This design comes from an exercise in tuning for small area on the open sky130 flow, not from production work. Only simulation tests tie the RTL to the original design; equivalence was not proved. No activity file was given, so power comes from the tool's default toggle rates.

==> flow/design.v <==
module Debouncer
#(
	parameter WIDTH = 19
)
(
	input wire iClock,
	input wire iReset_n,
	input wire iBouncy,
	output reg oPulse,
	output reg oState
);
reg [1:0] FF;
always @(posedge iClock)
	if (!iReset_n)
		FF <= 2'b0;
	else
		FF <= { FF[0], iBouncy };
reg [WIDTH-1:0] Counter;
wire [WIDTH-1:0] NextCounter;
wire CarryOut;
assign { CarryOut, NextCounter } = Counter + 1'b1;
always @(posedge iClock)
	if (!iReset_n)
		Counter <= {WIDTH{1'b0}};
	else if (^FF)
		Counter <= {WIDTH{1'b0}};
	else if (!CarryOut)
		Counter <= NextCounter;
reg State;
always @(posedge iClock)
	if (!iReset_n)
		State <= 1'b0;
	else if (CarryOut)
		State <= FF[1];
assign oState = State;
assign oPulse = State != FF[1] && CarryOut && !State;
endmodule
module controller #(
	parameter SCAN = 1000000,
	parameter DEB_WIDTH = 19
) (
	input   		clk,
	input   		reset_n,
	output [3:0] rowN,
	input 	  [3:0] columnN,
	output reg [3:0] key,
	output ready
	);
	reg [3:0] row;
	wire [3:0] column;
	assign rowN=~row;
	assign column=~columnN;
	wire [3:0] cold;
	wire [7:0] value;
	integer counter;
		assign value={row,cold};
	always @(posedge clk)
		if (!reset_n)
		begin
			counter<=0;
			row<=4'b0001;
		end
		else if (counter>=SCAN && ~ready)
		begin	
			counter<=0;
			if(row==4'b1000)
				row<=4'b0001;
			else
				row<=row<<1;
		end
		else
			counter<=counter+1;
	assign ready = (value[3:0]==4'b0000 ? 1'b0 : 1'b1);
	always @(posedge clk)
		if (!reset_n)
			key<=4'b0000;
		else
			case (value)
				8'b00010001: key<=4'b0001;
				8'b00010010: key<=4'b0010;
				8'b00010100: key<=4'b0011;		
				8'b00011000: key<=4'b1010;
				8'b00100001: key<=4'b0100;
				8'b00100010: key<=4'b0101;
				8'b00100100: key<=4'b0110;		
				8'b00101000: key<=4'b1011;
				8'b01000001: key<=4'b0111;
				8'b01000010: key<=4'b1000;
				8'b01000100: key<=4'b1001;		
				8'b01001000: key<=4'b1100;
				8'b10000001: key<=4'b1111;
				8'b10000010: key<=4'b0000;
				8'b10000100: key<=4'b1110;		
				8'b10001000: key<=4'b1101;
				default: key<=key;
			endcase
Debouncer #(.WIDTH(DEB_WIDTH)) d0 (.iClock(clk),.iReset_n(reset_n),.iBouncy(column[0]), .oPulse(), .oState(cold[0]));
Debouncer #(.WIDTH(DEB_WIDTH)) d1 (.iClock(clk),.iReset_n(reset_n),.iBouncy(column[1]), .oPulse(), .oState(cold[1]));
Debouncer #(.WIDTH(DEB_WIDTH)) d2 (.iClock(clk),.iReset_n(reset_n),.iBouncy(column[2]), .oPulse(), .oState(cold[2]));
Debouncer #(.WIDTH(DEB_WIDTH)) d3 (.iClock(clk),.iReset_n(reset_n),.iBouncy(column[3]), .oPulse(), .oState(cold[3]));
endmodule
module state(
	input logic clk,
	input logic [1:0] state,
	input logic [3:0] value,
	output logic passThrough,
	output logic [1:0] selector
	);
always @(posedge clk)
	casex({state,value})
		6'b 000xxx: {passThrough,selector} <= 3'b 100;
		6'b 00100x: {passThrough,selector} <= 3'b 100;
		6'b 001010: {passThrough,selector} <= 3'b 101;
		6'b 001011: {passThrough,selector} <= 3'b 101;
		6'b 001100: {passThrough,selector} <= 3'b 101;
		6'b 001101: {passThrough,selector} <= 3'b 000;
		6'b 001110: {passThrough,selector} <= 3'b 000;
		6'b 001111: {passThrough,selector} <= 3'b 100;
		6'b 010xxx: {passThrough,selector} <= 3'b 110;
		6'b 01100x: {passThrough,selector} <= 3'b 110;
		6'b 011010: {passThrough,selector} <= 3'b 101;
		6'b 011011: {passThrough,selector} <= 3'b 101;
		6'b 011100: {passThrough,selector} <= 3'b 101;
		6'b 011101: {passThrough,selector} <= 3'b 001;
		6'b 011110: {passThrough,selector} <= 3'b 001;
		6'b 011111: {passThrough,selector} <= 3'b 100;
		6'b 100xxx: {passThrough,selector} <= 3'b 110;
		6'b 10100x: {passThrough,selector} <= 3'b 110;
		6'b 101010: {passThrough,selector} <= 3'b 010;
		6'b 101011: {passThrough,selector} <= 3'b 010;
		6'b 101100: {passThrough,selector} <= 3'b 010;
		6'b 101101: {passThrough,selector} <= 3'b 011;
		6'b 101110: {passThrough,selector} <= 3'b 010;
		6'b 101111: {passThrough,selector} <= 3'b 100;
		6'b 110xxx: {passThrough,selector} <= 3'b 100;
		6'b 1110xx: {passThrough,selector} <= 3'b 100;
		6'b 11110x: {passThrough,selector} <= 3'b 011;
		6'b 111110: {passThrough,selector} <= 3'b 011;
		6'b 111111: {passThrough,selector} <= 3'b 100;
	endcase
endmodule
module filter(
	input logic clk,
	input logic reset,
	input logic released,
	input logic passThrough,
	input logic [1:0] selector,
	input logic [3:0] key,
	output logic [5:0] filtered
	);
logic released_q;
always_ff @(posedge clk)
	released_q <= released;
always_ff @(posedge clk)
	if (!reset)
		filtered <= 6'b 001111;
	else if (released & ~released_q & (passThrough | (selector == 2'b 11 && key == 4'b 1101)))
		filtered <= {selector,key};
endmodule
module memory(
    input logic clk,
    input logic enable,
    input logic reset,
    input logic [1:0] address,
    input logic [3:0] write,
    output logic [2:0][3:0] read
    );
always_ff @(posedge clk)
    if(!reset)
        read <= '1;
    else if(read[2] != 4'b 1111 & address == 2'b 00)
        read <= '1;
    else if (address != 2'b 11 && enable)
        read[address] <= write;
endmodule
module binToBCDConverter(
    input [7:0] bin,
    output reg [7:0] bcd
    );
reg [3:0] i;
always @(bin)
    begin
        bcd = 0;
        for (i = 0; i < 8; i = i+1)
            begin
                 bcd = {bcd[6:0],bin[7-i]};
                 if(i < 7 && bcd[3:0] > 4) 
                      bcd[3:0] = bcd[3:0] + 3;
                 if(i < 7 && bcd[7:4] > 4)
                      bcd[7:4] = bcd[7:4] + 3;
            end
        if (bcd[7:4] == 0)
            bcd = {4'b 1111,bcd[3:0]};
    end
endmodule
module operator(
    input logic enable,
    input logic [3:0] val0,
    input logic [3:0] operation,
    input logic [3:0] val1,
    output logic negative,
    output logic [7:0] result
    );
logic [7:0] toConvert;
wire [7:0] converted;
always_comb
    begin
        toConvert = 8'b 0;
        result = 8'b 11111111;
        negative = 1;
        if (enable)
            begin
                if (operation == 4'b 1010)
                    begin
                        toConvert = val0 * val1;
                        result = converted;
                        negative = 1;
                    end
                else if (operation == 4'b 1011)
                    begin
                        toConvert = val0 - val1;
                        if (toConvert[7])
                            begin
                                toConvert = ~({val0 - val1} - 1);  
                                result = {4'b 1111, converted[3:0]};
                                negative = 0;
                            end
                        else
                            begin
                                result = converted;
                                negative = 1;
                            end                    
                    end
                else
                    begin
                        toConvert = val0 + val1;
                        result = converted;
                    end
            end
    end
binToBCDConverter converter (.bin(toConvert),.bcd(converted));
endmodule
module calcDecoder7 (in, out);
    input [3:0] in;
    output reg[6:0] out;
    always_comb
        case (in)
            4'b0000 : out = ~7'b0111111;
            4'b0001 : out = ~7'b0000110;
            4'b0010 : out = ~7'b1011011;
            4'b0011 : out = ~7'b1001111;
            4'b0100 : out = ~7'b1100110;
            4'b0101 : out = ~7'b1101101;
            4'b0110 : out = ~7'b1111101;
            4'b0111 : out = ~7'b0000111;
            4'b1000 : out = ~7'b1111111;
            4'b1001 : out = ~7'b1101111;
            4'b1010 : out = ~7'b1110110;
            4'b1011 : out = ~7'b1000000;
            4'b1100 : out = ~7'b1110111;
            4'b1101 : out = ~7'b0000000;
            4'b1110 : out = ~7'b0000000;
            4'b1111 : out = ~7'b0000000;
            default : out = ~7'b0000000;
        endcase
endmodule
module lights(
    input logic [2:0][3:0] values,
    output logic [7:0] LEDR,
    output logic [1:0] LEDG
    );
always_comb
    begin
        if (&values[1])
            LEDG = 0;
        else
            LEDG = {~&values[1][3:2],~&values[1][1:0]};
        if (~&values[0] && &values[1])
            LEDR = {values[0],4'b 0000};
        else if (&values[0] && ~&values[2])
            LEDR = {4'b 0000,values[0]};
        else if (~&values[0] && ~&values[2])
            LEDR = {values[0],values[2]};
        else
            LEDR = 8'b 00000000;
    end
endmodule
module alu(
	input logic	clk,
	input logic	reset,
	input logic released,
	input logic	[3:0] key,
	output logic [6:0] HEX0,
	output logic [6:0] HEX1,
	output logic [6:0] HEX2,
	output logic [6:0] HEX4,
	output logic [6:0] HEX5,
	output logic [6:0] HEX6,
	output logic [7:0] LEDG,
	output logic [7:0] LEDR
	);
wire negative;
wire passThrough;
wire [1:0] selector;
wire [5:0] filtered;
wire [2:0][3:0] values;
wire [7:0] result;
assign LEDG[6:2] = 5'b 00000;
assign LEDG[7] = released & (~|filtered[5:4] | &filtered[5:4]);
state	s0(
	.clk(clk),
	.state(filtered[5:4]),
	.value(key),
	.selector(selector),
	.passThrough(passThrough)
	);
filter f0(
	.clk(clk),
	.reset(reset),
	.released(released),
	.passThrough(passThrough),
	.selector(selector),
	.key(key),
	.filtered(filtered)
	);
memory m0(
	.clk(clk),
	.enable(passThrough),
	.reset(reset),
	.address(filtered[5:4]),
	.write(filtered[3:0]),
	.read(values)
	);
operator	op0(
	.enable(&filtered[5:4]),
	.val0(values[0]),
	.val1(values[2]),
	.operation(values[1]),
	.result(result),
	.negative(negative)
	);
calcDecoder7 cd0(
	.in(result[3:0]),
	.out(HEX0)
	);
calcDecoder7 cd1(
	.in(result[7:4]),
	.out(HEX1)
	);
calcDecoder7 cd2(
	.in({1'b 1,negative,2'b 11}),
	.out(HEX2)
	);
calcDecoder7 cd3(
	.in(values[2]),
	.out(HEX4)
	);
calcDecoder7 cd4(
	.in(values[1]),
	.out(HEX5)
	);
calcDecoder7 cd5(
	.in(values[0]),
	.out(HEX6)
	);
lights L0(
	.values(values),
	.LEDR(LEDR),
	.LEDG(LEDG[1:0])
	);
endmodule
module system(
	input logic CLOCK_50,
	input logic RESET_N,
	input logic KEY0,
	input logic [3:0] COLUMN_N,
	output logic [3:0] ROW_N,
	output logic [7:0] LEDG,
	output logic [7:0] LEDR,
	output logic [6:0] HEX0,
	output logic [6:0] HEX1,
	output logic [6:0] HEX2,
	output logic [6:0] HEX4,
	output logic [6:0] HEX5,
	output logic [6:0] HEX6
	);
wire ready;
wire [3:0] key;
controller #(
	.SCAN(300),
	.DEB_WIDTH(7)
	) c0 (
	.clk(CLOCK_50),
	.reset_n(RESET_N),
	.rowN(ROW_N),
	.columnN(COLUMN_N),
	.key(key),
	.ready(ready)
	);
alu a0(
	.clk(CLOCK_50),
	.reset(RESET_N & (~&key | ~KEY0)),
	.released(~ready),
	.key(key),
	.HEX0(HEX0),
	.HEX1(HEX1),
	.HEX2(HEX2),
	.HEX4(HEX4),
	.HEX5(HEX5),
	.HEX6(HEX6),
	.LEDR(LEDR),
	.LEDG(LEDG)
	);
endmodule
==> flow/run.sh <==
#!/bin/bash
# synth_recipe.tcl (not shown) runs the flow's synth.tcl, then flattens the netlist and writes it again
# the make line also repeats each setting of config.mk as NAME=value (left out here)
make -C /OpenROAD-flow-scripts/flow DESIGN_CONFIG=/design/flow/config.mk WORK_HOME=/design/flow/orfs CLKGATE_MAP_FILE= SYNTH_SCRIPT=/design/flow/synth_recipe.tcl finish
==> flow/config.mk <==
export PLATFORM = sky130hd
export DESIGN_NAME = system
export DESIGN_NICKNAME = system
export VERILOG_FILES = /design/flow/design.v
export SDC_FILE = /design/flow/constraint.sdc
export NUM_CORES = 4
export LEC_CHECK = 0
export CAP_MARGIN = 20
export CORE_MARGIN = 2
export CORE_UTILIZATION = 40
export SLEW_MARGIN = 20
==> flow/constraint.sdc <==
create_clock -name core_clock -period 12.0 [get_ports {CLOCK_50}]
set_input_delay 2.4000 -clock core_clock [delete_from_list [all_inputs] [get_ports {CLOCK_50}]]
set_output_delay 2.4000 -clock core_clock [all_outputs]
set_load 0.01 [all_outputs]
==> results.txt <==
[worst min-delay path by stage]
| stage | to | from | cells after the start | slack (ns) |
|---|---|---|---|---|
| 2_1_floorplan | c0.d1.Counter[0]$_SDFFE_PP0N_ | c0.d1.Counter[0]$_SDFFE_PP0N_ | 1 | 0.43 |
| 3_3_place_gp | c0.d2.Counter[0]$_SDFFE_PP0N_ | c0.d2.Counter[0]$_SDFFE_PP0N_ | 1 | 0.45 |
| 3_5_place_dp | c0.d3.Counter[0]$_SDFFE_PP0N_ | c0.d3.Counter[0]$_SDFFE_PP0N_ | 1 | 0.45 |
| 4_1_cts | c0.d1.Counter[0]$_SDFFE_PP0N_ | c0.d1.Counter[0]$_SDFFE_PP0N_ | 1 | 0.46 |
| 5_1_grt | c0.d3.Counter[0]$_SDFFE_PP0N_ | c0.d3.Counter[0]$_SDFFE_PP0N_ | 1 | 0.48 |
| 6_report | c0.d1.Counter[0]$_SDFFE_PP0N_ | c0.d1.Counter[0]$_SDFFE_PP0N_ | 1 | 0.46 |
[through the flow]
step | TNS [ns] | area (µm²)
after floorplan | 0 | 8770
after detailed placement | -0.0127 | 9600
after global placement | 0 | 9600
after CTS | 0 | 10200
final | 0 | 10300
after global routing | -0.400 | 10300
[cells in the final DEF (no fill, tap or decap), drive strengths merged, types with 10 or more instances in the layout]
cell type and count:
nor3 32, and3 22, inv 71, nand2 130, clkdlybuf4s50 47, buf 33, and2 28, clkbuf 23
xnor2 24, a21oi 68, ha 67, or3 12, nor2 108, conb 11, mux2i 22, nor4 10
nand3 41, nand4 16, xor2 32, nor2b 18, o211ai 11, o21ai 49, dfxtp 123, a31oi 11
[final cells by class]
| type | instances | area (µm²) | share of cell area, % |
|---|---|---|---|
| Timing Repair Buffer | 89 | 800 | 7.75 |
| Tap cell | 280 | 350 | 3.40 |
| Inverter | 67 | 251 | 2.44 |
| Clock inverter | 12 | 87.6 | 0.849 |
| Multi-Input combinational cell | 874 | 5910 | 57.2 |
| Clock buffer | 20 | 457 | 4.43 |
| Sequential cell | 123 | 2470 | 23.9 |
[kinds of logic after synthesis]
group / count (synthesis)
and+or+nand+nor: 449
AOI/OAI and AO/OA: 258
DFF: 123
buffers and inverters: 115
adders and majority gates: 73
xor gates and xnor gates: 56
muxes: 27
other: 2
[metal layers]
metal | track usage (%) | part of all wire, % | vias up
li1 | - | - | 4053
met2 | 29.8 | 47 | 135
met3 | 3.35 | 4.1 | 25
met1 | 23.7 | 47 | 3696
met5 | 0 | 0 | -
met4 | 6.25 | 1.5 | 0
[power breakdown]
group	internal, W	total [W]	switching (W)	leakage, nW
Sequential	0.000413	0.000417	0.00000368	0.996
Clock	0.000276	0.000471	0.000195	0.267
Combinational	0.00000771	0.0000204	0.0000127	3.05
Total	0.000697	0.000908	0.000212	4.31
[what timing repair did]
action                     4_1_cts  5_1_grt
setup endpoints to repair       10       14
pin swaps                        3        9
setup buffers                    4        6
resized for setup               17       30
==> results.txt <==
Post-Synthesis Cells=1103; mux share of post-synthesis cell area=3.21%; adder-cell area share of the yosys netlist=11.0%; largest net degree at the start of global routing=33; number of clock sinks=123; Synth Flop Type=dfxtp_1; Buffers on Ports=57; Reg2Reg Launch Point=a0.f0.filtered[4]$_SDFFE_PN0P_; fraction of the mapped netlist area in simple logic gates=25.1%; Core Area=21600 µm²; number of synthesized register bits=123; Clk Latency, worst-skew pair=0.42 ns; most frequent cell after synthesis=nand2_1; CP Class=reg2out; worst hold path type=reg2reg; H-tree depth=4; synthesis-to-finish area growth=18.1%; pwr/cell area=88.1 nW/µm²; Largest register FFs=32; CP Buf/Inv Count=9; # diodes=0; Die Span X=152 µm; first-pass GRT wire length=34100 µm; drt total wl=20700 µm; global route overflow=0; Die Area=23000 µm²; min Tclk post-route=11.60 ns; Crit Path Max Fanout=5; Largest Register=c0.counter; Critical Path Source=a0.m0.read[0]$_SDFFE_PP1P_; most used cell, CP=inv_1; synth top area cells=dfxtp_1, ha_1, nand2_1; # DRC=0; max_cap viols=0; CTS root buf=clkbuf_16; initial antenna violation count=0; Reg2Reg Depth=11; die extent in y=152 µm; CTS tree=yes; outcome=no timing/DRC/antenna violations; Site Rows=54; Final Power=0.000908 W; number of cells on the critical path=46; synthesized cell area=8740 µm²; Slowest-stage cell, CP=or4b_4; Compound-Gate Fraction of Synth Area=20.9%; final instance count without filler cells=1465; Final nets=1252; Worst Setup EP=HEX1[6]; vias in the first global route=7207; r2r setup slk=8.77 ns; main combinational cell family by area after synthesis=simple AND/OR/NAND/NOR gates; Critical Path Start Type=flip-flop; gr usage total=18.1%; Cell variety after synth=92; clk slew on worst S/H paths=0.06 ns; final hold vios=0; final core utilization=47.7%; clock tree buffer depth=2; XOR/XNOR share of the synthesized area=5.70%; dominant cell type by area after synthesis=dfxtp_1; Detailed Routing Iterations Pass 1=5; post-route ant nets=0; Post-synth EDFFs=0; Warnings, synthesis=11; RePlAce Congestion=0.845; Hold WS=0.459 ns; Worst setup EP type=output pin; DR vias=7909; WP data required=9.60 ns; fin crit share=96.7%; worst vdd ir=0.0921 mV; Worst Max-Slew Pin Slew=1.01 ns; Async SR Flop Fraction=0%; DR WL/cell=14.1 µm; top flop regs=c0.counter x32, a0.m0.read x12; Slew Limit Headroom=32.6%; initial DRC count=384; Placed Instances=1423; layout cells sized above 1=10.6%; Mapped Avg Cell Area=7.92 µm²; LEAKAGE=4.31 nW; CP Data Arrival Time=9.20 ns; CTS buffer count=17; worst reg2reg endpoint=HEX5[1]$_DFF_P_; Detail Placement HPWL=15100 µm; Worst Skew=0.00729 ns; Commonest cells post-synth=nand2_1, dfxtp_1, nor2_1, ha_1, inv_1; via-per-instance ratio=5.40; sequential share of the synthesized area=28.2%; number of fill cells=2133; top-area cell type share of the netlist area=28.2%; pre-CTS WS=-0.0127 ns; Initial Utilization=40.4%; final setup margin=0.399 ns; # IOs=69; # hold bufs at CTS=0; f_max=86.2 MHz; Slew Limit Fails=0; final setup fails=0; critical path's largest stage delay=0.54 ns; CP top delay family=adder cells

-- port drivers added, routing unchanged --
How much do the figures lean on ideal ports? The routed layout below was timed once more, with nothing changed but the port constraints. Step 1, drivers: a clkbuf_16 drives CLOCK_50 and a buf_2 each remaining input, both assumed. Step 2, shift: input delay + t, output delay - t, t = (earliest + latest rising clock arrival at the registers) / 2. This alone moves slack from input paths to output paths. Slacks: ideal / step 1 / step 2; pairs: ideal / step 1.
t (ns): 0.462
setup slack, ns: 0.399 / 0.356 / 0.818
worst setup path at the end: register to output
latest minus earliest clock arrival (ns): 0.008 / 0.008
pins driven straight from the clock port: 1
After both steps this run still meets setup and hold. For this run, drivers alone change the setup slack by -0.043 ns; drivers and shift together by +0.419 ns.
